Context: an optimization exercise on an open-source flow, tuned for small area and a short achievable clock period. The choices shown serve that exercise and are no tape-out recipe.
Function not checked in this run: the RTL went through the layout flow alone.
No activity file was given, so power comes from the tool's default toggle rates.

$ cat design/flow/config.mk
export PLATFORM = sky130hd
export DESIGN_NAME = RGB_to_Gray
export DESIGN_NICKNAME = RGB_to_Gray
export VERILOG_FILES = /design/flow/design.v
export SDC_FILE = /design/flow/constraint.sdc
export NUM_CORES = 8
export LEC_CHECK = 0
export CAP_MARGIN = 20
export CORE_MARGIN = 2
export CORE_UTILIZATION = 40
export SLEW_MARGIN = 20
export SYNTH_HIERARCHICAL = 1
export SYNTH_MINIMUM_KEEP_SIZE = 0
$ cat design/flow/constraint.sdc
create_clock -name core_clock -period 16.0 [get_ports {CLK}]
set_input_delay 3.2000 -clock core_clock [delete_from_list [all_inputs] [get_ports {CLK}]]
set_output_delay 3.2000 -clock core_clock [all_outputs]
set_load 0.01 [all_outputs]
$ cat design/flow/design.v
module RGB_to_Gray(input CLK, input [7:0] R, input [7:0] G, input [7:0] B, input In_Valid, output reg [7:0] Gray, output reg Out_Valid);
    reg [7:0] r, g, b; reg v0;
    always @(posedge CLK) begin r <= R; g <= G; b <= B; v0 <= In_Valid; end
    wire w8 = ({r[7], r[6], r[5], r[4], r[3], r[2], r[1], r[0]} >= 8'd2);
    wire w9 = ({r[7], r[6], r[5], r[4], r[3], r[2], r[1], r[0]} >= 8'd4);
    wire w10 = ({r[7], r[6], r[5], r[4], r[3], r[2], r[1], r[0]} >= 8'd7);
    wire w11 = ({r[7], r[6], r[5], r[4], r[3], r[2], r[1], r[0]} >= 8'd14);
    wire w12 = ({r[7], r[6], r[5], r[4], r[3], r[2], r[1], r[0]} >= 8'd27);
    wire w13 = ({r[7], r[6], r[5], r[4], r[3], r[2], r[1], r[0]} >= 8'd54);
    wire w14 = ({r[7], r[6], r[5], r[4], r[3], r[2], r[1], r[0]} >= 8'd108);
    wire w15 = ({r[7], r[6], r[5], r[4], r[3], r[2], r[1], r[0]} >= 8'd215);
    wire w24 = ({g[7], g[6], g[5], g[4], g[3], g[2], g[1], g[0]} >= 8'd2);
    wire w25 = ({g[7], g[6], g[5], g[4], g[3], g[2], g[1], g[0]} >= 8'd4);
    wire w26 = ({g[7], g[6], g[5], g[4], g[3], g[2], g[1], g[0]} >= 8'd7);
    wire w27 = ({g[7], g[6], g[5], g[4], g[3], g[2], g[1], g[0]} >= 8'd14);
    wire w28 = ({g[7], g[6], g[5], g[4], g[3], g[2], g[1], g[0]} >= 8'd28);
    wire w29 = ({g[7], g[6], g[5], g[4], g[3], g[2], g[1], g[0]} >= 8'd55);
    wire w30 = ({g[7], g[6], g[5], g[4], g[3], g[2], g[1], g[0]} >= 8'd110);
    wire w31 = ({g[7], g[6], g[5], g[4], g[3], g[2], g[1], g[0]} >= 8'd219);
    wire w41 = ({b[7], b[6], b[5], b[4], b[3], b[2], b[1], b[0]} >= 8'd3);
    wire w42 = ({b[7], b[6], b[5], b[4], b[3], b[2], b[1], b[0]} >= 8'd5);
    wire w43 = ({b[7], b[6], b[5], b[4], b[3], b[2], b[1], b[0]} >= 8'd9);
    wire w44 = ({b[7], b[6], b[5], b[4], b[3], b[2], b[1], b[0]} >= 8'd18);
    wire w45 = ({b[7], b[6], b[5], b[4], b[3], b[2], b[1], b[0]} >= 8'd36);
    wire w46 = ({b[7], b[6], b[5], b[4], b[3], b[2], b[1], b[0]} >= 8'd71);
    wire w47 = ({b[7], b[6], b[5], b[4], b[3], b[2], b[1], b[0]} >= 8'd141);
    wire w48_0, w48_1; ha u48 (r[2], r[1], w48_0, w48_1);
    wire w49_0, w49_1; fa u49 (r[3], r[2], r[1], w49_0, w49_1);
    wire w50_0, w50_1; fa u50 (r[4], r[3], r[2], w50_0, w50_1);
    wire w51_0, w51_1; fa u51 (r[5], r[4], r[3], w51_0, w51_1);
    wire w52_0, w52_1; fa u52 (r[6], r[5], r[4], w52_0, w52_1);
    wire w53_0, w53_1; fa u53 (r[7], r[6], r[5], w53_0, w53_1);
    wire w54_0, w54_1; ha u54 (r[1], r[0], w54_0, w54_1);
    wire w55_0, w55_1; fa u55 (r[0], w48_0, w11, w55_0, w55_1);
    wire w56_0, w56_1; fa u56 (w48_1, w12, w49_0, w56_0, w56_1);
    wire w57_0, w57_1; fa u57 (w49_1, w13, w50_0, w57_0, w57_1);
    wire w58_0, w58_1; fa u58 (w50_1, w14, w51_0, w58_0, w58_1);
    wire w59_0, w59_1; fa u59 (w51_1, w15, w52_0, w59_0, w59_1);
    wire w60_0, w60_1; fa u60 (r[0], w52_1, w53_0, w60_0, w60_1);
    wire w61_0, w61_1; ha u61 (r[0], w9, w61_0, w61_1);
    wire w62_0, w62_1; ha u62 (w54_0, w10, w62_0, w62_1);
    wire w63_0, w63_1; ha u63 (w54_1, w55_0, w63_0, w63_1);
    wire w64_0, w64_1; ha u64 (w55_1, w56_0, w64_0, w64_1);
    wire w65_0, w65_1; ha u65 (w56_1, w57_0, w65_0, w65_1);
    wire w66_0, w66_1; ha u66 (w57_1, w58_0, w66_0, w66_1);
    wire w67_0, w67_1; ha u67 (w58_1, w59_0, w67_0, w67_1);
    wire w68_0, w68_1; ha u68 (w59_1, w60_0, w68_0, w68_1);
    wire w69; ao u69 (w62_1, w62_0, w61_1, w69);
    wire w70; ao u70 (w63_1, w63_0, w69, w70);
    wire w71; ao u71 (w64_1, w64_0, w70, w71);
    wire w72; ao u72 (w65_1, w65_0, w71, w72);
    wire w73; ao u73 (w66_1, w66_0, w72, w73);
    wire w74; ao u74 (w67_1, w67_0, w73, w74);
    wire w75; ao u75 (w68_1, w68_0, w74, w75);
    wire w76; xr u76 (w62_0, w61_1, w76);
    wire w77; xr u77 (w63_0, w69, w77);
    wire w78; xr u78 (w64_0, w70, w78);
    wire w79; xr u79 (w65_0, w71, w79);
    wire w80; xr u80 (w66_0, w72, w80);
    wire w81; xr u81 (w67_0, w73, w81);
    wire w82; xr u82 (w68_0, w74, w82);
    wire w83_0, w83_1; ha u83 (g[4], g[0], w83_0, w83_1);
    wire w84_0, w84_1; fa u84 (g[5], g[1], w31, w84_0, w84_1);
    wire w85_0, w85_1; fa u85 (g[6], g[2], g[0], w85_0, w85_1);
    wire w86_0, w86_1; ha u86 (g[0], w26, w86_0, w86_1);
    wire w87_0, w87_1; ha u87 (g[1], w27, w87_0, w87_1);
    wire w88_0, w88_1; ha u88 (g[2], w28, w88_0, w88_1);
    wire w89_0, w89_1; ha u89 (g[3], w29, w89_0, w89_1);
    wire w90_0, w90_1; ha u90 (w83_0, w30, w90_0, w90_1);
    wire w91_0, w91_1; ha u91 (w83_1, w84_0, w91_0, w91_1);
    wire w92_0, w92_1; ha u92 (w84_1, w85_0, w92_0, w92_1);
    wire w93; ao u93 (w87_1, w87_0, w86_1, w93);
    wire w94; ao u94 (w88_1, w88_0, w93, w94);
    wire w95; ao u95 (w89_1, w89_0, w94, w95);
    wire w96; ao u96 (w90_1, w90_0, w95, w96);
    wire w97; ao u97 (w91_1, w91_0, w96, w97);
    wire w98; ao u98 (w92_1, w92_0, w97, w98);
    wire w99; xr u99 (w87_0, w86_1, w99);
    wire w100; xr u100 (w88_0, w93, w100);
    wire w101; xr u101 (w89_0, w94, w101);
    wire w102; xr u102 (w90_0, w95, w102);
    wire w103; xr u103 (w91_0, w96, w103);
    wire w104; xr u104 (w92_0, w97, w104);
    wire w105 = ~w8;
    wire w106; an2 u106 (w61_0, w105, w106);
    wire w107 = ~w24;
    wire w108; an2 u108 (w25, w107, w108);
    wire w109 = ~w9;
    wire w110; an2 u110 (w76, w109, w110);
    wire w111 = ~w25;
    wire w112; an2 u112 (w86_0, w111, w112);
    wire w113 = ~w10;
    wire w114; an2 u114 (w77, w113, w114);
    wire w115 = ~w26;
    wire w116; an2 u116 (w99, w115, w116);
    wire w117 = ~w11;
    wire w118; an2 u118 (w78, w117, w118);
    wire w119 = ~w27;
    wire w120; an2 u120 (w100, w119, w120);
    wire w121 = ~w12;
    wire w122; an2 u122 (w79, w121, w122);
    wire w123 = ~w28;
    wire w124; an2 u124 (w101, w123, w124);
    wire w125 = ~w13;
    wire w126; an2 u126 (w80, w125, w126);
    wire w127 = ~w29;
    wire w128; an2 u128 (w102, w127, w128);
    wire w129 = ~w14;
    wire w130; an2 u130 (w81, w129, w130);
    wire w131 = ~w30;
    wire w132; an2 u132 (w103, w131, w132);
    wire w133 = ~w15;
    wire w134; an2 u134 (w82, w133, w134);
    wire w135 = ~w31;
    wire w136; an2 u136 (w104, w135, w136);
    wire w137_0, w137_1; ha u137 (r[7], r[6], w137_0, w137_1);
    wire w138_0, w138_1; fa u138 (r[7], r[2], r[0], w138_0, w138_1);
    wire w139_0, w139_1; fa u139 (g[7], g[3], g[1], w139_0, w139_1);
    wire w140_0, w140_1; fa u140 (r[3], r[1], r[0], w140_0, w140_1);
    wire w141_0, w141_1; fa u141 (r[4], r[2], r[1], w141_0, w141_1);
    wire w142_0, w142_1; fa u142 (r[5], r[3], r[2], w142_0, w142_1);
    wire w143_0, w143_1; ha u143 (r[0], g[6], w143_0, w143_1);
    wire w144_0, w144_1; fa u144 (r[6], r[4], r[3], w144_0, w144_1);
    wire w145_0, w145_1; fa u145 (r[1], g[7], g[5], w145_0, w145_1);
    wire w146_0, w146_1; fa u146 (r[7], r[5], r[4], w146_0, w146_1);
    wire w147_0, w147_1; ha u147 (r[2], g[6], w147_0, w147_1);
    wire w148_0, w148_1; fa u148 (r[6], r[5], r[3], w148_0, w148_1);
    wire w149_0, w149_1; ha u149 (g[7], g[6], w149_0, w149_1);
    wire w150_0, w150_1; fa u150 (r[7], r[6], r[4], w150_0, w150_1);
    wire w151_0, w151_1; ha u151 (r[0], g[7], w151_0, w151_1);
    wire w152_0, w152_1; ha u152 (r[7], r[5], w152_0, w152_1);
    wire w153_0, w153_1; ha u153 (r[5], r[2], w153_0, w153_1);
    wire w154_0, w154_1; fa u154 (r[6], r[3], r[2], w154_0, w154_1);
    wire w155_0, w155_1; fa u155 (r[7], r[4], r[3], w155_0, w155_1);
    wire w156_0, w156_1; fa u156 (r[5], r[4], r[1], w156_0, w156_1);
    wire w157_0, w157_1; fa u157 (r[6], r[5], r[2], w157_0, w157_1);
    wire w158_0, w158_1; ha u158 (r[7], r[6], w158_0, w158_1);
    wire w159_0, w159_1; fa u159 (r[1], w137_0, w53_1, w159_0, w159_1);
    wire w160_0, w160_1; fa u160 (g[0], w137_1, w85_1, w160_0, w160_1);
    wire w161_0, w161_1; ha u161 (w138_0, w139_0, w161_0, w161_1);
    wire w162_0, w162_1; fa u162 (g[4], g[2], g[1], w162_0, w162_1);
    wire w163_0, w163_1; fa u163 (w138_1, w139_1, w140_0, w163_0, w163_1);
    wire w164_0, w164_1; fa u164 (g[5], g[3], g[2], w164_0, w164_1);
    wire w165_0, w165_1; fa u165 (g[0], w140_1, w141_0, w165_0, w165_1);
    wire w166_0, w166_1; fa u166 (g[4], g[3], g[1], w166_0, w166_1);
    wire w167_0, w167_1; fa u167 (w143_0, w141_1, w142_0, w167_0, w167_1);
    wire w168_0, w168_1; fa u168 (g[4], g[2], w143_1, w168_0, w168_1);
    wire w169_0, w169_1; fa u169 (w142_1, w144_0, w145_0, w169_0, w169_1);
    wire w170_0, w170_1; fa u170 (g[5], g[3], w147_0, w170_0, w170_1);
    wire w171_0, w171_1; fa u171 (w144_1, w145_1, w146_0, w171_0, w171_1);
    wire w172_0, w172_1; fa u172 (g[4], g[0], w147_1, w172_0, w172_1);
    wire w173_0, w173_1; fa u173 (w149_0, w146_1, w148_0, w173_0, w173_1);
    wire w174_0, w174_1; fa u174 (g[5], g[1], w149_1, w174_0, w174_1);
    wire w175_0, w175_1; fa u175 (w151_0, w148_1, w150_0, w175_0, w175_1);
    wire w176_0, w176_1; fa u176 (r[1], g[6], g[2], w176_0, w176_1);
    wire w177_0, w177_1; fa u177 (w151_1, w152_0, w150_1, w177_0, w177_1);
    wire w178_0, w178_1; fa u178 (r[6], r[2], g[7], w178_0, w178_1);
    wire w179_0, w179_1; fa u179 (g[3], g[0], w152_1, w179_0, w179_1);
    wire w180_0, w180_1; fa u180 (r[7], r[3], r[0], w180_0, w180_1);
    wire w181_0, w181_1; fa u181 (g[4], g[1], g[0], w181_0, w181_1);
    wire w182_0, w182_1; fa u182 (r[4], r[1], r[0], w182_0, w182_1);
    wire w183_0, w183_1; fa u183 (g[5], g[2], g[1], w183_0, w183_1);
    wire w184_0, w184_1; fa u184 (r[1], g[6], g[3], w184_0, w184_1);
    wire w185_0, w185_1; fa u185 (g[2], g[0], w153_0, w185_0, w185_1);
    wire w186_0, w186_1; fa u186 (g[7], g[4], g[3], w186_0, w186_1);
    wire w187_0, w187_1; fa u187 (g[1], w153_1, w154_0, w187_0, w187_1);
    wire w188_0, w188_1; fa u188 (r[0], g[5], g[4], w188_0, w188_1);
    wire w189_0, w189_1; fa u189 (g[2], w154_1, w155_0, w189_0, w189_1);
    wire w190_0, w190_1; fa u190 (g[6], g[5], g[3], w190_0, w190_1);
    wire w191_0, w191_1; fa u191 (g[0], w155_1, w156_0, w191_0, w191_1);
    wire w192_0, w192_1; fa u192 (g[7], g[6], g[4], w192_0, w192_1);
    wire w193_0, w193_1; fa u193 (g[1], w156_1, w157_0, w193_0, w193_1);
    wire w194_0, w194_1; fa u194 (r[3], g[7], g[5], w194_0, w194_1);
    wire w195_0, w195_1; fa u195 (g[2], w158_0, w157_1, w195_0, w195_1);
    wire w196_0, w196_1; fa u196 (r[7], r[4], g[6], w196_0, w196_1);
    wire w197_0, w197_1; ha u197 (g[3], w158_1, w197_0, w197_1);
    wire w198_0, w198_1; ha u198 (r[5], g[7], w198_0, w198_1);
    wire w199_0, w199_1; ha u199 (w159_0, w60_1, w199_0, w199_1);
    wire w200_0, w200_1; fa u200 (w159_1, w161_0, w160_0, w200_0, w200_1);
    wire w201_0, w201_1; fa u201 (w162_0, w161_1, w160_1, w201_0, w201_1);
    wire w202_0, w202_1; fa u202 (w162_1, w164_0, w163_1, w202_0, w202_1);
    wire w203_0, w203_1; fa u203 (w164_1, w166_0, w165_1, w203_0, w203_1);
    wire w204_0, w204_1; fa u204 (w166_1, w168_0, w167_1, w204_0, w204_1);
    wire w205_0, w205_1; fa u205 (w168_1, w170_0, w169_1, w205_0, w205_1);
    wire w206_0, w206_1; fa u206 (w170_1, w172_0, w171_1, w206_0, w206_1);
    wire w207_0, w207_1; fa u207 (w172_1, w174_0, w173_1, w207_0, w207_1);
    wire w208_0, w208_1; fa u208 (w176_0, w174_1, w175_1, w208_0, w208_1);
    wire w209_0, w209_1; fa u209 (w176_1, w178_0, w179_0, w209_0, w209_1);
    wire w210_0, w210_1; fa u210 (w178_1, w180_0, w181_0, w210_0, w210_1);
    wire w211_0, w211_1; fa u211 (w180_1, w181_1, w182_0, w211_0, w211_1);
    wire w212_0, w212_1; fa u212 (w182_1, w183_1, w184_0, w212_0, w212_1);
    wire w213_0, w213_1; fa u213 (w184_1, w186_0, w185_1, w213_0, w213_1);
    wire w214_0, w214_1; fa u214 (w186_1, w188_0, w187_1, w214_0, w214_1);
    wire w215_0, w215_1; fa u215 (w188_1, w190_0, w189_1, w215_0, w215_1);
    wire w216_0, w216_1; fa u216 (w190_1, w192_0, w191_1, w216_0, w216_1);
    wire w217_0, w217_1; fa u217 (w192_1, w194_0, w193_1, w217_0, w217_1);
    wire w218_0, w218_1; fa u218 (w194_1, w196_0, w197_0, w218_0, w218_1);
    wire w219_0, w219_1; fa u219 (g[4], w198_0, w196_1, w219_0, w219_1);
    wire w220_0, w220_1; ha u220 (r[6], g[5], w220_0, w220_1);
    wire w221_0, w221_1; ha u221 (w199_0, w136, w221_0, w221_1);
    wire w222_0, w222_1; fa u222 (w199_1, w200_0, w98, w222_0, w222_1);
    wire w223_0, w223_1; fa u223 (w163_0, w200_1, w201_0, w223_0, w223_1);
    wire w224_0, w224_1; fa u224 (w165_0, w201_1, w202_0, w224_0, w224_1);
    wire w225_0, w225_1; fa u225 (w167_0, w202_1, w203_0, w225_0, w225_1);
    wire w226_0, w226_1; fa u226 (w169_0, w203_1, w204_0, w226_0, w226_1);
    wire w227_0, w227_1; fa u227 (w171_0, w204_1, w205_0, w227_0, w227_1);
    wire w228_0, w228_1; fa u228 (w173_0, w205_1, w206_0, w228_0, w228_1);
    wire w229_0, w229_1; fa u229 (w175_0, w206_1, w207_0, w229_0, w229_1);
    wire w230_0, w230_1; fa u230 (w177_0, w207_1, w208_0, w230_0, w230_1);
    wire w231_0, w231_1; fa u231 (w177_1, w209_0, w208_1, w231_0, w231_1);
    wire w232_0, w232_1; fa u232 (w179_1, w210_0, w209_1, w232_0, w232_1);
    wire w233_0, w233_1; fa u233 (w183_0, w210_1, w211_0, w233_0, w233_1);
    wire w234_0, w234_1; fa u234 (w185_0, w211_1, w212_0, w234_0, w234_1);
    wire w235_0, w235_1; fa u235 (w212_1, w187_0, w213_0, w235_0, w235_1);
    wire w236_0, w236_1; fa u236 (w189_0, w213_1, w214_0, w236_0, w236_1);
    wire w237_0, w237_1; fa u237 (w191_0, w214_1, w215_0, w237_0, w237_1);
    wire w238_0, w238_1; fa u238 (w193_0, w215_1, w216_0, w238_0, w238_1);
    wire w239_0, w239_1; fa u239 (w195_0, w216_1, w217_0, w239_0, w239_1);
    wire w240_0, w240_1; fa u240 (w195_1, w218_0, w217_1, w240_0, w240_1);
    wire w241_0, w241_1; fa u241 (w197_1, w219_0, w218_1, w241_0, w241_1);
    wire w242_0, w242_1; fa u242 (w198_1, w220_0, w219_1, w242_0, w242_1);
    wire w243_0, w243_1; fa u243 (r[7], g[6], w220_1, w243_0, w243_1);
    wire w244_0, w244_1; ha u244 (p231_1_1, p232_0_1, w244_0, w244_1);
    wire w245_0, w245_1; ha u245 (p232_1_1, p233_0_1, w245_0, w245_1);
    wire w246_0, w246_1; ha u246 (p233_1_1, p234_0_1, w246_0, w246_1);
    wire w247_0, w247_1; ha u247 (p234_1_1, p235_0_1, w247_0, w247_1);
    wire w248_0, w248_1; ha u248 (p235_1_1, p236_0_1, w248_0, w248_1);
    wire w249_0, w249_1; ha u249 (p236_1_1, p237_0_1, w249_0, w249_1);
    wire w250_0, w250_1; ha u250 (p237_1_1, p238_0_1, w250_0, w250_1);
    wire w251_0, w251_1; ha u251 (p238_1_1, p239_0_1, w251_0, w251_1);
    wire w252_0, w252_1; ha u252 (p239_1_1, p240_0_1, w252_0, w252_1);
    wire w253_0, w253_1; ha u253 (p240_1_1, p241_0_1, w253_0, w253_1);
    wire w254_0, w254_1; ha u254 (p241_1_1, p242_0_1, w254_0, w254_1);
    wire w255_0, w255_1; ha u255 (p242_1_1, p243_0_1, w255_0, w255_1);
    wire w256_0, w256_1; ha u256 (w243_1, g[7], w256_0, w256_1);
    wire w257; ao u257 (w245_1, w245_0, w244_1, w257);
    wire w259; ao u259 (w247_1, w247_0, w246_1, w259);
    wire w260; an2 u260 (w247_0, w246_0, w260);
    wire w261; ao u261 (w249_1, w249_0, w248_1, w261);
    wire w262; an2 u262 (w249_0, w248_0, w262);
    wire w263; ao u263 (w251_1, w251_0, w250_1, w263);
    wire w264; an2 u264 (w251_0, w250_0, w264);
    wire w265; ao u265 (w253_1, w253_0, w252_1, w265);
    wire w266; an2 u266 (w253_0, w252_0, w266);
    wire w267; ao u267 (w255_1, w255_0, w254_1, w267);
    wire w268; an2 u268 (w255_0, w254_0, w268);
    wire w271; ao u271 (w259, w260, w257, w271);
    wire w273; ao u273 (w250_1, w250_0, w261, w273);
    wire w274; an2 u274 (w250_0, w262, w274);
    wire w275; ao u275 (w263, w264, w261, w275);
    wire w276; an2 u276 (w264, w262, w276);
    wire w277; ao u277 (w254_1, w254_0, w265, w277);
    wire w278; an2 u278 (w254_0, w266, w278);
    wire w279; ao u279 (w267, w268, w265, w279);
    wire w280; an2 u280 (w268, w266, w280);
    wire w281; ao u281 (w248_1, w248_0, w271, w281);
    wire w283; ao u283 (w261, w262, w271, w283);
    wire w285; ao u285 (w273, w274, w271, w285);
    wire w287; ao u287 (w275, w276, w271, w287);
    wire w289; ao u289 (p256_1_1, p256_0_1, w279, w289);
    wire w290; an2 u290 (p256_0_1, w280, w290);
    wire w291; ao u291 (w252_1, w252_0, w287, w291);
    wire w293; ao u293 (w265, w266, w287, w293);
    wire w295; ao u295 (w277, w278, w287, w295);
    wire w297; ao u297 (w279, w280, w287, w297);
    wire w299; ao u299 (w289, w290, w287, w299);
    wire w301 = |{p236_1_1, p237_1_1, p238_1_1, p239_1_1, p240_1_1, p241_1_1, p242_1_1, p243_1_1, p237_0_1, p238_0_1, p239_0_1, p240_0_1, p241_0_1, p242_0_1, p243_0_1, p23_0_1, w281};
    wire w302 = |{p237_1_1, p238_1_1, p239_1_1, p240_1_1, p241_1_1, p242_1_1, p243_1_1, p238_0_1, p239_0_1, p240_0_1, p241_0_1, p242_0_1, p243_0_1, p23_0_1, w283};
    wire w303 = |{p238_1_1, p239_1_1, p240_1_1, p241_1_1, p242_1_1, p243_1_1, p239_0_1, p240_0_1, p241_0_1, p242_0_1, p243_0_1, p23_0_1, w285};
    wire w304 = |{p239_1_1, p240_1_1, p241_1_1, p242_1_1, p243_1_1, p240_0_1, p241_0_1, p242_0_1, p243_0_1, p23_0_1, w287};
    wire w305 = |{p240_1_1, p241_1_1, p242_1_1, p243_1_1, p241_0_1, p242_0_1, p243_0_1, p23_0_1, w291};
    wire w306 = |{p241_1_1, p242_1_1, p243_1_1, p242_0_1, p243_0_1, p23_0_1, w293};
    wire w307 = |{p242_1_1, p243_1_1, p243_0_1, p23_0_1, w295};
    wire w308 = |{p243_1_1, p23_0_1, w297};
    wire w309 = |{w299};
    wire w310 = ~b[0];
    wire w311 = ~b[1];
    wire w312 = ~b[2];
    wire w313 = ~b[3];
    wire w314 = ~b[4];
    wire w315 = ~p37_0_1;
    wire w316 = ~p38_0_1;
    wire w317 = ~p39_0_1;
    wire w318_0, w318_1; fa u318 (b[6], b[4], b[2], w318_0, w318_1);
    wire w319_0, w319_1; ha u319 (b[7], b[5], w319_0, w319_1);
    wire w320_0, w320_1; ha u320 (b[6], b[4], w320_0, w320_1);
    wire w321_0, w321_1; ha u321 (b[7], b[5], w321_0, w321_1);
    wire w322_0, w322_1; ha u322 (b[4], b[2], w322_0, w322_1);
    wire w323_0, w323_1; fa u323 (b[5], b[3], b[1], w323_0, w323_1);
    wire w324_0, w324_1; fa u324 (w310, w47, w318_0, w324_0, w324_1);
    wire w325_0, w325_1; fa u325 (b[3], w311, w319_0, w325_0, w325_1);
    wire w326_0, w326_1; fa u326 (b[0], w312, w319_1, w326_0, w326_1);
    wire w327_0, w327_1; fa u327 (b[1], w313, w320_1, w327_0, w327_1);
    wire w328_0, w328_1; fa u328 (b[6], b[2], w314, w328_0, w328_1);
    wire w329_0, w329_1; ha u329 (b[2], b[0], w329_0, w329_1);
    wire w330_0, w330_1; fa u330 (b[3], b[1], w44, w330_0, w330_1);
    wire w331_0, w331_1; fa u331 (b[0], w322_0, w45, w331_0, w331_1);
    wire w332_0, w332_1; fa u332 (w322_1, w46, w323_0, w332_0, w332_1);
    wire w333; xn u333 (w323_1, w324_0, w333);
    wire w334; or2 u334 (w323_1, w324_0, w334);
    wire w335_0, w335_1; fa u335 (w318_1, w325_0, w324_1, w335_0, w335_1);
    wire w336_0, w336_1; fa u336 (w320_0, w325_1, w326_0, w336_0, w336_1);
    wire w337_0, w337_1; fa u337 (w321_0, w326_1, w327_0, w337_0, w337_1);
    wire w338_0, w338_1; fa u338 (w321_1, w328_0, w327_1, w338_0, w338_1);
    wire w339_0, w339_1; ha u339 (b[0], w41, w339_0, w339_1);
    wire w340_0, w340_1; ha u340 (b[1], w42, w340_0, w340_1);
    wire w341_0, w341_1; ha u341 (w329_0, w43, w341_0, w341_1);
    wire w342_0, w342_1; ha u342 (w329_1, w330_0, w342_0, w342_1);
    wire w343_0, w343_1; ha u343 (w330_1, w331_0, w343_0, w343_1);
    wire w344_0, w344_1; ha u344 (w331_1, w332_0, w344_0, w344_1);
    wire w345_0, w345_1; ha u345 (w332_1, w333, w345_0, w345_1);
    wire w346_0, w346_1; ha u346 (w334, w335_0, w346_0, w346_1);
    wire w347_0, w347_1; ha u347 (w335_1, w336_0, w347_0, w347_1);
    wire w348_0, w348_1; ha u348 (w336_1, w337_0, w348_0, w348_1);
    wire w349_0, w349_1; ha u349 (w337_1, w338_0, w349_0, w349_1);
    wire w350; ao u350 (w340_1, w340_0, w339_1, w350);
    wire w351; ao u351 (w341_1, w341_0, w350, w351);
    wire w352; ao u352 (w342_1, w342_0, w351, w352);
    wire w353; ao u353 (w343_1, w343_0, w352, w353);
    wire w354; ao u354 (w344_1, w344_0, w353, w354);
    wire w355; ao u355 (w345_1, w345_0, w354, w355);
    wire w356; ao u356 (w346_1, w346_0, w355, w356);
    wire w357; ao u357 (w347_1, w347_0, w356, w357);
    wire w358; ao u358 (w348_1, w348_0, w357, w358);
    wire w359; ao u359 (w349_1, w349_0, w358, w359);
    wire w361; xr u361 (w341_0, w350, w361);
    wire w362; xr u362 (w342_0, w351, w362);
    wire w363; xr u363 (w343_0, w352, w363);
    wire w364; xr u364 (w344_0, w353, w364);
    wire w365; xr u365 (w345_0, w354, w365);
    wire w366; xr u366 (w346_0, w355, w366);
    wire w367; xr u367 (w347_0, w356, w367);
    wire w368; xr u368 (w348_0, w357, w368);
    wire w369; xr u369 (w349_0, w358, w369);
    wire w370 = ~w42;
    wire w371; an2 u371 (w361, w370, w371);
    wire w372; an2 u372 (p371_0_1, w301, w372);
    wire w373 = ~w372;
    wire w374 = ~w43;
    wire w375; an2 u375 (w362, w374, w375);
    wire w376; an2 u376 (p375_0_1, w302, w376);
    wire w377 = ~w376;
    wire w378 = ~w44;
    wire w379; an2 u379 (w363, w378, w379);
    wire w380; an2 u380 (p379_0_1, w303, w380);
    wire w381 = ~w380;
    wire w382 = ~w45;
    wire w383; an2 u383 (w364, w382, w383);
    wire w384; an2 u384 (p383_0_1, w304, w384);
    wire w385 = ~w384;
    wire w386 = ~w46;
    wire w387; an2 u387 (w365, w386, w387);
    wire w388; an2 u388 (p387_0_1, w305, w388);
    wire w389 = ~w388;
    wire w390 = ~w47;
    wire w391; an2 u391 (w366, w390, w391);
    wire w392; an2 u392 (p391_0_1, w306, w392);
    wire w393 = ~w392;
    wire w394; an2 u394 (p367_0_1, w307, w394);
    wire w395 = ~w394;
    wire w396; an2 u396 (p368_0_1, w308, w396);
    wire w397 = ~w396;
    wire w398; an2 u398 (p369_0_1, w309, w398);
    wire w399 = ~w398;
    wire w400_0, w400_1; fa u400 (p39_0_1, p35_0_1, w315, w400_0, w400_1);
    wire w401_0, w401_1; ha u401 (p310_0_1, p328_1_1, w401_0, w401_1);
    wire w402_0, w402_1; ha u402 (p36_0_1, w316, w402_0, w402_1);
    wire w403_0, w403_1; ha u403 (p39_0_1, p37_0_1, w403_0, w403_1);
    wire w404_0, w404_1; ha u404 (p38_0_1, p33_0_1, w404_0, w404_1);
    wire w405_0, w405_1; ha u405 (p39_0_1, p34_0_1, w405_0, w405_1);
    wire w406_0, w406_1; fa u406 (w400_0, w401_0, p338_1_1, w406_0, w406_1);
    wire w407_0, w407_1; fa u407 (p311_0_1, w402_0, w400_1, w407_0, w407_1);
    wire w408_0, w408_1; ha u408 (w401_1, p223_0_1, w408_0, w408_1);
    wire w409_0, w409_1; fa u409 (p37_0_1, w317, p312_0_1, w409_0, w409_1);
    wire w410_0, w410_1; fa u410 (w402_1, p223_1_1, p224_0_1, w410_0, w410_1);
    wire w411_0, w411_1; fa u411 (p38_0_1, p313_0_1, p224_1_1, w411_0, w411_1);
    wire w412 = ~p225_0_1;
    wire w413_0, w413_1; fa u413 (p39_0_1, p314_0_1, p310_0_1, w413_0, w413_1);
    wire w414_0, w414_1; ha u414 (w225_1, w226_0, w414_0, w414_1);
    wire w415_0, w415_1; fa u415 (w315, p311_0_1, p226_1_1, w415_0, w415_1);
    wire w416_0, w416_1; fa u416 (p32_0_1, w316, p312_0_1, w416_0, w416_1);
    wire w417_0, w417_1; fa u417 (p33_0_1, w317, p313_0_1, w417_0, w417_1);
    wire w418_0, w418_1; fa u418 (p34_0_1, p32_0_1, p314_0_1, w418_0, w418_1);
    wire w419_0, w419_1; ha u419 (w229_1, w230_0, w419_0, w419_1);
    wire w420_0, w420_1; fa u420 (p35_0_1, p33_0_1, w315, w420_0, w420_1);
    wire w421; xn u421 (w230_1, w231_0, w421);
    wire w422; or2 u422 (w230_1, w231_0, w422);
    wire w423_0, w423_1; fa u423 (p36_0_1, p34_0_1, w316, w423_0, w423_1);
    wire w424_0, w424_1; fa u424 (p310_0_1, p232_0_1, p231_1_1, w424_0, w424_1);
    wire w425_0, w425_1; fa u425 (p37_0_1, p35_0_1, w317, w425_0, w425_1);
    wire w426_0, w426_1; fa u426 (p311_0_1, p233_0_1, p232_1_1, w426_0, w426_1);
    wire w427_0, w427_1; fa u427 (p38_0_1, p36_0_1, p312_0_1, w427_0, w427_1);
    wire w428; xn u428 (p233_1_1, p234_0_1, w428);
    wire w429; or2 u429 (p233_1_1, p234_0_1, w429);
    wire w430_0, w430_1; fa u430 (p32_0_1, p313_0_1, w403_0, w430_0, w430_1);
    wire w431; xn u431 (p234_1_1, p235_0_1, w431);
    wire w432; or2 u432 (p234_1_1, p235_0_1, w432);
    wire w433_0, w433_1; fa u433 (p314_0_1, w403_1, w404_0, w433_0, w433_1);
    wire w434; xn u434 (p235_1_1, p236_0_1, w434);
    wire w435; or2 u435 (p235_1_1, p236_0_1, w435);
    wire w436_0, w436_1; fa u436 (w315, w404_1, w405_0, w436_0, w436_1);
    wire w437; xn u437 (p236_1_1, p237_0_1, w437);
    wire w438; or2 u438 (p236_1_1, p237_0_1, w438);
    wire w439_0, w439_1; fa u439 (p35_0_1, w316, w405_1, w439_0, w439_1);
    wire w440; xn u440 (p237_1_1, p238_0_1, w440);
    wire w441; or2 u441 (p237_1_1, p238_0_1, w441);
    wire w442_0, w442_1; fa u442 (p36_0_1, w317, p238_1_1, w442_0, w442_1);
    wire w443 = ~p239_0_1;
    wire w444_0, w444_1; ha u444 (p37_0_1, p239_1_1, w444_0, w444_1);
    wire w445_0, w445_1; ha u445 (p38_0_1, p241_0_1, w445_0, w445_1);
    wire w446_0, w446_1; ha u446 (p39_0_1, p242_0_1, w446_0, w446_1);
    wire w447_0, w447_1; ha u447 (p106_0_1, p371_0_1, w447_0, w447_1);
    wire w448_0, w448_1; fa u448 (w108, w110, w375, w448_0, w448_1);
    wire w449_0, w449_1; fa u449 (w112, w114, w379, w449_0, w449_1);
    wire w450_0, w450_1; fa u450 (p116_0_1, p118_0_1, p383_0_1, w450_0, w450_1);
    wire w451_0, w451_1; fa u451 (w120, w122, w387, w451_0, w451_1);
    wire w452_0, w452_1; fa u452 (w124, w126, w391, w452_0, w452_1);
    wire w453_0, w453_1; fa u453 (p128_0_1, p130_0_1, p367_0_1, w453_0, w453_1);
    wire w454_0, w454_1; fa u454 (p132_0_1, p134_0_1, p368_0_1, w454_0, w454_1);
    wire w455_0, w455_1; fa u455 (p221_0_1, p75_0_1, p369_0_1, w455_0, w455_1);
    wire w456_0, w456_1; fa u456 (w406_0, p221_1_1, p222_0_1, w456_0, w456_1);
    wire w457_0, w457_1; fa u457 (w407_0, w406_1, w408_0, w457_0, w457_1);
    wire w458_0, w458_1; fa u458 (w409_0, w407_1, w408_1, w458_0, w458_1);
    wire w459_0, w459_1; fa u459 (w409_1, w412, w410_1, w459_0, w459_1);
    wire w460_0, w460_1; fa u460 (w413_0, p225_0_1, w411_1, w460_0, w460_1);
    wire w461_0, w461_1; fa u461 (w413_1, p227_0_1, p414_1_1, w461_0, w461_1);
    wire w462_0, w462_1; fa u462 (w416_0, p227_1_1, p228_0_1, w462_0, w462_1);
    wire w463_0, w463_1; fa u463 (w416_1, w417_0, p228_1_1, w463_0, w463_1);
    wire w464_0, w464_1; fa u464 (w417_1, w418_0, p419_0_1, w464_0, w464_1);
    wire w465_0, w465_1; fa u465 (w418_1, w420_0, p421_0_1, w465_0, w465_1);
    wire w466_0, w466_1; fa u466 (w420_1, w423_0, p422_0_1, w466_0, w466_1);
    wire w467_0, w467_1; fa u467 (w423_1, w425_0, w426_0, w467_0, w467_1);
    wire w468_0, w468_1; fa u468 (w425_1, w427_0, w428, w468_0, w468_1);
    wire w469_0, w469_1; fa u469 (w427_1, w430_0, w429, w469_0, w469_1);
    wire w470_0, w470_1; fa u470 (w430_1, w433_0, w432, w470_0, w470_1);
    wire w471_0, w471_1; fa u471 (w433_1, w436_0, w435, w471_0, w471_1);
    wire w472_0, w472_1; fa u472 (w436_1, w439_0, w438, w472_0, w472_1);
    wire w473_0, w473_1; fa u473 (w439_1, w443, w441, w473_0, w473_1);
    wire w474_0, w474_1; fa u474 (p240_0_1, p239_0_1, w444_0, w474_0, w474_1);
    wire w475_0, w475_1; fa u475 (p240_1_1, w445_0, w444_1, w475_0, w475_1);
    wire w476_0, w476_1; fa u476 (p241_1_1, w446_0, w445_1, w476_0, w476_1);
    wire w477_0, w477_1; fa u477 (p243_0_1, p242_1_1, w446_1, w477_0, w477_1);
    wire w478_0, w478_1; ha u478 (p23_0_1, p243_1_1, w478_0, w478_1);
    wire w479_0, w479_1; ha u479 (w447_0, w373, w479_0, w479_1);
    wire w480_0, w480_1; fa u480 (w447_1, p448_0_1, w377, w480_0, w480_1);
    wire w481_0, w481_1; fa u481 (p448_1_1, p449_0_1, w381, w481_0, w481_1);
    wire w482_0, w482_1; fa u482 (p449_1_1, w450_0, w385, w482_0, w482_1);
    wire w483_0, w483_1; fa u483 (w450_1, p451_0_1, w389, w483_0, w483_1);
    wire w484_0, w484_1; fa u484 (p451_1_1, p452_0_1, w393, w484_0, w484_1);
    wire w485_0, w485_1; fa u485 (p452_1_1, w453_0, w395, w485_0, w485_1);
    wire w486_0, w486_1; fa u486 (w453_1, w454_0, w397, w486_0, w486_1);
    wire w487_0, w487_1; fa u487 (w454_1, w455_0, w399, w487_0, w487_1);
    wire w488_0, w488_1; fa u488 (p359_0_1, w456_0, w455_1, w488_0, w488_1);
    wire w489_0, w489_1; fa u489 (p222_1_1, w457_0, w456_1, w489_0, w489_1);
    wire w490_0, w490_1; fa u490 (w410_0, w457_1, w458_0, w490_0, w490_1);
    wire w491_0, w491_1; fa u491 (w411_0, w458_1, w459_0, w491_0, w491_1);
    wire w492_0, w492_1; fa u492 (p414_0_1, w459_1, w460_0, w492_0, w492_1);
    wire w493_0, w493_1; fa u493 (w415_0, w460_1, w461_0, w493_0, w493_1);
    wire w494_0, w494_1; fa u494 (w415_1, w462_0, w461_1, w494_0, w494_1);
    wire w495_0, w495_1; fa u495 (p229_0_1, w462_1, w463_0, w495_0, w495_1);
    wire w496; xn u496 (w463_1, w464_0, w496);
    wire w497; or2 u497 (w463_1, w464_0, w497);
    wire w498_0, w498_1; fa u498 (p419_1_1, w465_0, w464_1, w498_0, w498_1);
    wire w499_0, w499_1; fa u499 (w424_0, w465_1, w466_0, w499_0, w499_1);
    wire w500_0, w500_1; fa u500 (w424_1, w466_1, w467_0, w500_0, w500_1);
    wire w501_0, w501_1; fa u501 (w426_1, w468_0, w467_1, w501_0, w501_1);
    wire w502_0, w502_1; fa u502 (w431, w468_1, w469_0, w502_0, w502_1);
    wire w503_0, w503_1; fa u503 (w469_1, w434, w470_0, w503_0, w503_1);
    wire w504_0, w504_1; fa u504 (w437, w470_1, w471_0, w504_0, w504_1);
    wire w505_0, w505_1; fa u505 (w440, w471_1, w472_0, w505_0, w505_1);
    wire w506_0, w506_1; fa u506 (w442_0, w472_1, w473_0, w506_0, w506_1);
    wire w507_0, w507_1; fa u507 (w442_1, w473_1, w474_0, w507_0, w507_1);
    wire w508; xn u508 (p474_1_1, p475_0_1, w508);
    wire w509; or2 u509 (p474_1_1, p475_0_1, w509);
    wire w510; xn u510 (p476_0_1, p475_1_1, w510);
    wire w511; or2 u511 (p476_0_1, p475_1_1, w511);
    wire w512; xn u512 (w477_0, w476_1, w512);
    wire w513; or2 u513 (w477_0, w476_1, w513);
    wire w514; xn u514 (w478_0, w477_1, w514);
    wire w515; or2 u515 (w478_0, w477_1, w515);
    wire w516 = ~w478_1;
    wire w518_0, w518_1; ha u518 (w479_1, w480_0, w518_0, w518_1);
    wire w519_0, w519_1; ha u519 (w480_1, w481_0, w519_0, w519_1);
    wire w520_0, w520_1; ha u520 (w481_1, w482_0, w520_0, w520_1);
    wire w521_0, w521_1; ha u521 (w482_1, w483_0, w521_0, w521_1);
    wire w522_0, w522_1; ha u522 (w483_1, w484_0, w522_0, w522_1);
    wire w523_0, w523_1; ha u523 (w484_1, w485_0, w523_0, w523_1);
    wire w524_0, w524_1; ha u524 (w485_1, w486_0, w524_0, w524_1);
    wire w525_0, w525_1; ha u525 (w486_1, w487_0, w525_0, w525_1);
    wire w526_0, w526_1; ha u526 (w487_1, w488_0, w526_0, w526_1);
    wire w527_0, w527_1; ha u527 (w488_1, w489_0, w527_0, w527_1);
    wire w528_0, w528_1; ha u528 (w489_1, w490_0, w528_0, w528_1);
    wire w529_0, w529_1; ha u529 (w490_1, w491_0, w529_0, w529_1);
    wire w530_0, w530_1; ha u530 (w491_1, w492_0, w530_0, w530_1);
    wire w531_0, w531_1; ha u531 (w492_1, w493_0, w531_0, w531_1);
    wire w532_0, w532_1; ha u532 (w493_1, w494_0, w532_0, w532_1);
    wire w533_0, w533_1; ha u533 (w494_1, w495_0, w533_0, w533_1);
    wire w534_0, w534_1; ha u534 (w495_1, w496, w534_0, w534_1);
    wire w535_0, w535_1; ha u535 (w497, w498_0, w535_0, w535_1);
    wire w536_0, w536_1; ha u536 (w498_1, w499_0, w536_0, w536_1);
    wire w537_0, w537_1; ha u537 (w499_1, w500_0, w537_0, w537_1);
    wire w538_0, w538_1; ha u538 (w500_1, w501_0, w538_0, w538_1);
    wire w539_0, w539_1; ha u539 (w501_1, w502_0, w539_0, w539_1);
    wire w540_0, w540_1; ha u540 (w502_1, w503_0, w540_0, w540_1);
    wire w541_0, w541_1; ha u541 (w503_1, w504_0, w541_0, w541_1);
    wire w542_0, w542_1; ha u542 (w504_1, w505_0, w542_0, w542_1);
    wire w543_0, w543_1; ha u543 (w505_1, w506_0, w543_0, w543_1);
    wire w544_0, w544_1; ha u544 (w506_1, w507_0, w544_0, w544_1);
    wire w545_0, w545_1; ha u545 (p507_1_1, w508, w545_0, w545_1);
    wire w546_0, w546_1; ha u546 (w509, w510, w546_0, w546_1);
    wire w547_0, w547_1; ha u547 (w511, p512_0_1, w547_0, w547_1);
    wire w548_0, w548_1; ha u548 (w513, w514, w548_0, w548_1);
    wire w549_0, w549_1; ha u549 (w515, w516, w549_0, w549_1);
    wire w550; ao u550 (w541_1, w541_0, w540_1, w550);
    wire w551; an2 u551 (w541_0, w540_0, w551);
    wire w552; ao u552 (w539_1, w539_0, w538_1, w552);
    wire w553; an2 u553 (w539_0, w538_0, w553);
    wire w554; ao u554 (w550, w551, w552, w554);
    wire w555; an2 u555 (w551, w553, w555);
    wire w556; ao u556 (w537_1, w537_0, w536_1, w556);
    wire w557; an2 u557 (w537_0, w536_0, w557);
    wire w558; ao u558 (w556, w557, w535_1, w558);
    wire w559; an2 u559 (w557, w535_0, w559);
    wire w560; ao u560 (w554, w555, w558, w560);
    wire w561; an2 u561 (w555, w559, w561);
    wire w562; ao u562 (w534_1, w534_0, w533_1, w562);
    wire w563; an2 u563 (w534_0, w533_0, w563);
    wire w564; ao u564 (w562, w563, w532_1, w564);
    wire w565; an2 u565 (w563, w532_0, w565);
    wire w566; ao u566 (w531_1, w531_0, w530_1, w566);
    wire w567; an2 u567 (w531_0, w530_0, w567);
    wire w568; ao u568 (w566, w567, w529_1, w568);
    wire w569; an2 u569 (w567, w529_0, w569);
    wire w570; ao u570 (w564, w565, w568, w570);
    wire w571; an2 u571 (w565, w569, w571);
    wire w572; ao u572 (w560, w561, w570, w572);
    wire w573; an2 u573 (w561, w571, w573);
    wire w574; ao u574 (w528_1, w528_0, w527_1, w574);
    wire w575; an2 u575 (w528_0, w527_0, w575);
    wire w576; ao u576 (w574, w575, w526_1, w576);
    wire w577; an2 u577 (w575, w526_0, w577);
    wire w578; ao u578 (w525_1, w525_0, w524_1, w578);
    wire w579; an2 u579 (w525_0, w524_0, w579);
    wire w580; ao u580 (w578, w579, w523_1, w580);
    wire w581; an2 u581 (w579, w523_0, w581);
    wire w582; ao u582 (w576, w577, w580, w582);
    wire w583; an2 u583 (w577, w581, w583);
    wire w584; ao u584 (w522_1, w522_0, w521_1, w584);
    wire w585; an2 u585 (w522_0, w521_0, w585);
    wire w586; ao u586 (w584, w585, w520_1, w586);
    wire w587; an2 u587 (w585, w520_0, w587);
    wire w588; ao u588 (w519_1, w519_0, w518_1, w588);
    wire w589; an2 u589 (w519_0, w518_0, w589);
    wire w590; ao u590 (w588, w589, w479_0, w590);
    wire w592; ao u592 (w586, w587, w590, w592);
    wire w594; ao u594 (p582_0_1, p583_0_1, p592_0_1, w594);
    wire w596; ao u596 (p572_0_1, p573_0_1, w594, w596);
    wire w598; ao u598 (p542_1_1, p542_0_1, w596, w598);
    wire w599; ao u599 (p543_1_1, p543_0_1, w598, w599);
    wire w601; ao u601 (w545_1, w545_0, p544_1_1, w601);
    wire w602; an2 u602 (w545_0, p544_0_1, w602);
    wire w603; ao u603 (w547_1, w547_0, w546_1, w603);
    wire w604; an2 u604 (w547_0, w546_0, w604);
    wire w607; ao u607 (p544_1_1, p544_0_1, w599, w607);
    wire w609; ao u609 (w601, w602, w599, w609);
    wire w611; ao u611 (p548_1_1, p548_0_1, w603, w611);
    wire w612; an2 u612 (p548_0_1, w604, w612);
    wire w615; ao u615 (w546_1, w546_0, w609, w615);
    wire w617; ao u617 (w603, w604, w609, w617);
    wire w619; ao u619 (w611, w612, w609, w619);
    wire w623; xr u623 (p542_0_1, w596, w623);
    wire w624; xr u624 (p543_0_1, w598, w624);
    wire w625; xr u625 (p544_0_1, w599, w625);
    wire w626; xr u626 (w545_0, w607, w626);
    wire w627; xr u627 (w546_0, w609, w627);
    wire w628; xr u628 (w547_0, w615, w628);
    wire w629; xr u629 (p548_0_1, w617, w629);
    wire w630; xr u630 (p549_0_1, w619, w630);
    reg p23_0_1;
    reg p32_0_1;
    reg p33_0_1;
    reg p34_0_1;
    reg p35_0_1;
    reg p36_0_1;
    reg p37_0_1;
    reg p38_0_1;
    reg p39_0_1;
    reg p231_1_1;
    reg p232_0_1;
    reg p232_1_1;
    reg p233_0_1;
    reg p233_1_1;
    reg p234_0_1;
    reg p234_1_1;
    reg p235_0_1;
    reg p235_1_1;
    reg p236_0_1;
    reg p236_1_1;
    reg p237_0_1;
    reg p237_1_1;
    reg p238_0_1;
    reg p238_1_1;
    reg p239_0_1;
    reg p239_1_1;
    reg p240_0_1;
    reg p240_1_1;
    reg p241_0_1;
    reg p241_1_1;
    reg p242_0_1;
    reg p242_1_1;
    reg p243_0_1;
    reg p243_1_1;
    reg p256_1_1;
    reg p256_0_1;
    reg p310_0_1;
    reg p311_0_1;
    reg p312_0_1;
    reg p313_0_1;
    reg p314_0_1;
    reg p371_0_1;
    reg p375_0_1;
    reg p379_0_1;
    reg p383_0_1;
    reg p387_0_1;
    reg p391_0_1;
    reg p367_0_1;
    reg p368_0_1;
    reg p369_0_1;
    reg p328_1_1;
    reg p338_1_1;
    reg p223_0_1;
    reg p223_1_1;
    reg p224_0_1;
    reg p224_1_1;
    reg p225_0_1;
    reg p226_1_1;
    reg p106_0_1;
    reg p116_0_1;
    reg p118_0_1;
    reg p128_0_1;
    reg p130_0_1;
    reg p132_0_1;
    reg p134_0_1;
    reg p221_0_1;
    reg p75_0_1;
    reg p221_1_1;
    reg p222_0_1;
    reg p227_0_1;
    reg p414_1_1;
    reg p227_1_1;
    reg p228_0_1;
    reg p228_1_1;
    reg p419_0_1;
    reg p421_0_1;
    reg p422_0_1;
    reg p448_0_1;
    reg p448_1_1;
    reg p449_0_1;
    reg p449_1_1;
    reg p451_0_1;
    reg p451_1_1;
    reg p452_0_1;
    reg p452_1_1;
    reg p359_0_1;
    reg p222_1_1;
    reg p414_0_1;
    reg p229_0_1;
    reg p419_1_1;
    reg p474_1_1;
    reg p475_0_1;
    reg p476_0_1;
    reg p475_1_1;
    reg p507_1_1;
    reg p512_0_1;
    reg p582_0_1;
    reg p583_0_1;
    reg p592_0_1;
    reg p572_0_1;
    reg p573_0_1;
    reg p542_1_1;
    reg p542_0_1;
    reg p543_1_1;
    reg p543_0_1;
    reg p544_1_1;
    reg p544_0_1;
    reg p548_1_1;
    reg p548_0_1;
    reg p549_0_1;
    always @(posedge CLK) begin
        p23_0_1 <= g[7];
        p32_0_1 <= b[0];
        p33_0_1 <= b[1];
        p34_0_1 <= b[2];
        p35_0_1 <= b[3];
        p36_0_1 <= b[4];
        p37_0_1 <= b[5];
        p38_0_1 <= b[6];
        p39_0_1 <= b[7];
        p231_1_1 <= w231_1;
        p232_0_1 <= w232_0;
        p232_1_1 <= w232_1;
        p233_0_1 <= w233_0;
        p233_1_1 <= w233_1;
        p234_0_1 <= w234_0;
        p234_1_1 <= w234_1;
        p235_0_1 <= w235_0;
        p235_1_1 <= w235_1;
        p236_0_1 <= w236_0;
        p236_1_1 <= w236_1;
        p237_0_1 <= w237_0;
        p237_1_1 <= w237_1;
        p238_0_1 <= w238_0;
        p238_1_1 <= w238_1;
        p239_0_1 <= w239_0;
        p239_1_1 <= w239_1;
        p240_0_1 <= w240_0;
        p240_1_1 <= w240_1;
        p241_0_1 <= w241_0;
        p241_1_1 <= w241_1;
        p242_0_1 <= w242_0;
        p242_1_1 <= w242_1;
        p243_0_1 <= w243_0;
        p243_1_1 <= w243_1;
        p256_1_1 <= w256_1;
        p256_0_1 <= w256_0;
        p310_0_1 <= w310;
        p311_0_1 <= w311;
        p312_0_1 <= w312;
        p313_0_1 <= w313;
        p314_0_1 <= w314;
        p371_0_1 <= w371;
        p375_0_1 <= w375;
        p379_0_1 <= w379;
        p383_0_1 <= w383;
        p387_0_1 <= w387;
        p391_0_1 <= w391;
        p367_0_1 <= w367;
        p368_0_1 <= w368;
        p369_0_1 <= w369;
        p328_1_1 <= w328_1;
        p338_1_1 <= w338_1;
        p223_0_1 <= w223_0;
        p223_1_1 <= w223_1;
        p224_0_1 <= w224_0;
        p224_1_1 <= w224_1;
        p225_0_1 <= w225_0;
        p226_1_1 <= w226_1;
        p106_0_1 <= w106;
        p116_0_1 <= w116;
        p118_0_1 <= w118;
        p128_0_1 <= w128;
        p130_0_1 <= w130;
        p132_0_1 <= w132;
        p134_0_1 <= w134;
        p221_0_1 <= w221_0;
        p75_0_1 <= w75;
        p221_1_1 <= w221_1;
        p222_0_1 <= w222_0;
        p227_0_1 <= w227_0;
        p414_1_1 <= w414_1;
        p227_1_1 <= w227_1;
        p228_0_1 <= w228_0;
        p228_1_1 <= w228_1;
        p419_0_1 <= w419_0;
        p421_0_1 <= w421;
        p422_0_1 <= w422;
        p448_0_1 <= w448_0;
        p448_1_1 <= w448_1;
        p449_0_1 <= w449_0;
        p449_1_1 <= w449_1;
        p451_0_1 <= w451_0;
        p451_1_1 <= w451_1;
        p452_0_1 <= w452_0;
        p452_1_1 <= w452_1;
        p359_0_1 <= w359;
        p222_1_1 <= w222_1;
        p414_0_1 <= w414_0;
        p229_0_1 <= w229_0;
        p419_1_1 <= w419_1;
        p474_1_1 <= w474_1;
        p475_0_1 <= w475_0;
        p476_0_1 <= w476_0;
        p475_1_1 <= w475_1;
        p507_1_1 <= w507_1;
        p512_0_1 <= w512;
        p582_0_1 <= w582;
        p583_0_1 <= w583;
        p592_0_1 <= w592;
        p572_0_1 <= w572;
        p573_0_1 <= w573;
        p542_1_1 <= w542_1;
        p542_0_1 <= w542_0;
        p543_1_1 <= w543_1;
        p543_0_1 <= w543_0;
        p544_1_1 <= w544_1;
        p544_0_1 <= w544_0;
        p548_1_1 <= w548_1;
        p548_0_1 <= w548_0;
        p549_0_1 <= w549_0;
    end
    reg v1; always @(posedge CLK) v1 <= v0;
    reg v2; always @(posedge CLK) v2 <= v1;
    always @(posedge CLK) begin Gray <= {w630, w629, w628, w627, w626, w625, w624, w623}; Out_Valid <= v2; end
endmodule
module fa(input a, input b, input c, output s, output co);
    assign s = a ^ b ^ c;
    assign co = (a & b) | (a & c) | (b & c);
endmodule
module ha(input a, input b, output s, output co);
    assign s = a ^ b;
    assign co = a & b;
endmodule
module xr(input a, input b, output y);
    assign y = a ^ b;
endmodule
module xn(input a, input b, output y);
    assign y = ~(a ^ b);
endmodule
module ao(input g1, input p1, input g0, output y);
    assign y = g1 | (p1 & g0);
endmodule
module an2(input a, input b, output y);
    assign y = a & b;
endmodule
module or2(input a, input b, output y);
    assign y = a | b;
endmodule
$ cat design/flow/flow/run.sh
#!/bin/bash
# Standard ORFS layout with the standard synthesis unchanged. Port buffers are
# sky130_fd_sc_hd__buf_2, and timing repair is asked to reach a setup slack of
# 11.95 ns at the design's own clock period and constraints.
set -euo pipefail
export SETUP_SLACK_MARGIN=11.95
export BUFFER_PORTS_ARGS="-buffer_cell sky130_fd_sc_hd__buf_2"
bash standard.sh synth > synth.log 2>&1
bash standard.sh > layout.log 2>&1
$ cat design/flow/standard.sh
#!/bin/bash
# synth_recipe.tcl (not shown) runs the flow's synth.tcl, then flattens the netlist and writes it again
# the make line also repeats each setting of config.mk as NAME=value (left out here)
make -C /OpenROAD-flow-scripts/flow DESIGN_CONFIG=/design/flow/config.mk WORK_HOME=/design/flow/orfs CLKGATE_MAP_FILE= SYNTH_SCRIPT=/design/flow/synth_recipe.tcl "${@:-finish}"
==> impl_metrics.py <==
metrics = {
    "floorplan": {
        "fp.dieW_um": 164,
        "fp-row-count": 58,
        "die_h_um": 164,
        "ios": 35,
        "dieArea_sq_um": 27000,
        "coreArea_sq_um": 25200,
        "start_util": 0.408,
    },
    "timing": {
        "worstMarginPinSlew_ps": 1050,
        "relSlewSlack": 0.299,
        "fmax_ghz": 0.247,
        "hold_slack_ps": 328,
        "final_hold_viol_count": 0,
        "final.setup.tns_ps": 0,
        "fin_skew_ps": 11.4,
        "rsz0062_at_grt": "yes",
        "setup_viol": 0,
        "final_max_slew_viol_count": 0,
        "min_period_ps": 4050,
        "finalCritPeriodShare": 0.253,
    },
    "clock_tree": {
        "numCtsBuffers": 17,
        "clockBufferDepth": 2,
        "clk_root_buffer_cell": "clkbuf_16",
        "clock-sinks": 146,
        "cts_max_level": 4,
        "clk_latency_ps": 430,
        "postCtsHoldBufs": 0,
        "clk_pin_slew_ps": 70,
        "cts_tree": "yes",
    },
    "place": {
        "routabilityCongestion": 0.841,
        "numPortBuffers": 34,
        "placed_cells": 1129,
        "dpl.hpwl_um": 16900,
    },
    "routing": {
        "dr.pass1.iters": 4,
        "drc_errors": 0,
        "drt_iter0_drc": 277,
        "vias": 5708,
        "ant_nets": 0,
        "routed_wl_um": 20700,
        "wire_per_inst_um": 17.9,
        "via_per_inst": 4.92,
    },
    "synthesis": {
        "synth_top_area_frac": 0.385,
        "ys_seq_area_frac": 0.284,
        "yosys.area.top_type": "fa_1",
        "ys.flop_type": "dfxtp_1",
        "ys_warn_count": 7,
        "synthDistinctLibCells": 36,
        "avgSynthCellArea_sq_um": 13.6,
        "synthTopCellsByArea": "fa_1 39%, dfxtp_1 28%, ha_1 13%",
        "syn_nets": 1088,
        "synth_edf_count": 0,
        "synth-async-reset-ratio": 0,
        "netlist_instances": 757,
        "ys_ff_latch": 146,
        "netlist_area_sq_um": 10300,
    },
    "finish": {
        "areaGrowthSynthToFinish_pct": 11.9,
        "fin_cells": 1161,
        "diodes": 0,
        "fillCellCount": 2288,
        "nets": 1149,
        "final_layout_size_suffix_gt1_frac": 0.106,
    },
    "pwr": {
        "power.leakage_nw": 5.21,
        "worst_ir_drop_vdd_mv": 0.0815,
        "power_density_nw_per_um2": 180,
        "total_power_mw": 2.07,
    },
    "worst_setup_path": {
        "cp_max_fo": 1,
        "slowest_delay_ps": 300,
        "critPathKind": "reg2out",
        "worstSetupStartpointType": "register",
        "crit_buf_inv": 1,
        "worst_setup_path_end_kind": "output pin",
        "worst_path_max_delay_cell": "dfxtp_1",
        "cp.arrival_ps": 850,
        "crit_path_cell_trace": "buf_2",
        "cpLargestDelayFamily": "flip-flops",
        "critPathRequiredTime_ps": 12800,
    },
    "grt": {
        "grt_max_degree": 18,
        "grt_overflow_total": 0,
        "grt_antenna_before_repair": 0,
        "grt_pass1_wl_um": 34100,
        "grt_usage": 0.172,
        "grt_pass1_vias": 6326,
    },
    "status": {
        "outcome": "complete, no violations",
    },
    "worst_hold_path": {
        "hold_class": "reg2reg",
    },
    "flow_run": {
        "cap_violations": 0,
    },
}
-- modules after synthesis (local to each module, per instance) --
| module | cells inside | times used | flip-flops and latches |
|---|---|---|---|
| ha | 1 | 107 | 0 |
| xr | 1 | 30 | 0 |
| or2 | 1 | 12 | 0 |
| fa | 1 | 198 | 0 |
| ao | 1 | 78 | 0 |
| RGB_to_Gray | 256 | 1 | 146 |
| xn | 1 | 12 | 0 |
| an2 | 1 | 64 | 0 |
-- power breakdown --
part / switching [mW] / internal [mW] / total (mW)
Sequential: 0.0895 / 0.484 / 0.574
Clock: 0.171 / 0.218 / 0.389
Combinational: 0.544 / 0.565 / 1.11
-- path summary, 6_finish.rpt --
| path | startpoint | to | slack [ps] | cells after the start |
|---|---|---|---|---|
| setup reg to reg | r[6]$_DFF_P_ | p452_0_1$_DFF_P_ | 12230 | 11 |
| setup / recovery | Gray[7]$_DFF_P_ | Gray[7] | 11950 | 1 |
| hold / removal | v0$_DFF_P_ | v1$_DFF_P_ | 330 | 0 |
| hold reg to reg | v0$_DFF_P_ | v1$_DFF_P_ | 330 | 0 |
-- sequential cells by signal, summed over array words and instances, names as in the netlist, 8 cells and up --
| register | flops |
|---|---|
| Gray | 8 |
| g | 8 |
| b | 8 |
| r | 8 |
-- metal layers --
metal,vias up,part of all wire,track usage
met1,2936,0.46,0.233
met5,-,0,0
met4,0,0.0098,0.0387
met2,107,0.50,0.285
li1,2649,-,-
met3,16,0.037,0.0333
-- cells by family after synthesis --
logic type	Yosys count	synth area share
DFF	146	0.284
and+or+nand+nor	128	0.0780
adders and majority gates	305	0.516
buffers and inverters	34	0.0124
xor gates and xnor gates	42	0.0358
AOI/OAI and AO/OA	102	0.0740
-- Yosys cell counts (2+ instances only) --
library cell and n:
o31ai_1 3, fa_1 198, or2_1 15, nor4_1 2
a21o_1 79, a21oi_1 6, ha_1 107, or4_1 3
and3_1 2, xor2_1 30, nor3_1 4, a2111o_1 2
inv_2 3, o211ai_1 2, or3_1 3, xnor2_1 12
inv_1 30, nand2_1 10, nor2_1 11, a31oi_1 3
and2_1 68, o21a_1 3, dfxtp_1 146, a31o_2 2
nor4_4 2
-- cell type report --
type                       count  area, sq um  area share
clock buffer                  17          425      0.0370
inverter                      33          124      0.0108
multi-input combinational    577         7230       0.629
tap                          330          413      0.0359
timing repair buffer          43          238      0.0207
sequential                   146         2920       0.254
clock inverter                15          149      0.0129
-- placed cells by master, fill, tap and decap left out, types with 5 or more instances in the layout --
cell / count
xnor2_1: 12
inv_6: 5
and2_1: 68
a21oi_1: 6
buf_4: 9
ha_1: 107
clkbuf_16: 17
or2_1: 15
fa_1: 198
inv_1: 30
buf_2: 34
xor2_1: 30
dfxtp_1: 146
nor2_1: 11
a21o_1: 79
nand2_1: 10
-- per-stage QoR --
step	area, sq um	utilization	setup WS [ps]
detailed placement	10900	0.434	12240
CTS	11500	0.457	11920
finish	11500	0.457	11950
global route	11500	0.457	11910
global placement	10900	0.434	12310
floorplan	10300	-	12460
-- what timing repair did --
item                                    CTS  global route
setup buffers                             0             0
endpoints found under the setup margin    9             9
gates resized for setup                   0             0

==> what the ideal ports hide <==
No port has a modelled driver above. Below, the same layout with a new extraction and two added sets of constraints.
Step 1 assumes that a clkbuf_16 drives the clock port and a buf_2 every other input.
Step 2 adds t to the input delays and takes it off the output delays; t is the mean of the earliest and latest rising clock arrival at the registers after step 1. Input paths then give back, and output paths get back, about the clock's delay inside the block.
Slacks: ideal / step 1 / step 2; pairs: ideal / step 1.
t (ns): 0.466
setup WS [ns]: 11.953 / 11.907 / 12.229
clock arrival spread, ns: 0.012 / 0.011
worst data-port slew with drivers (ns): 0.03
cell pins on the clock port's net: 1
After both steps setup and hold are still met in this run. For this run, drivers alone change the setup slack by -0.046 ns; drivers and shift together by +0.276 ns.
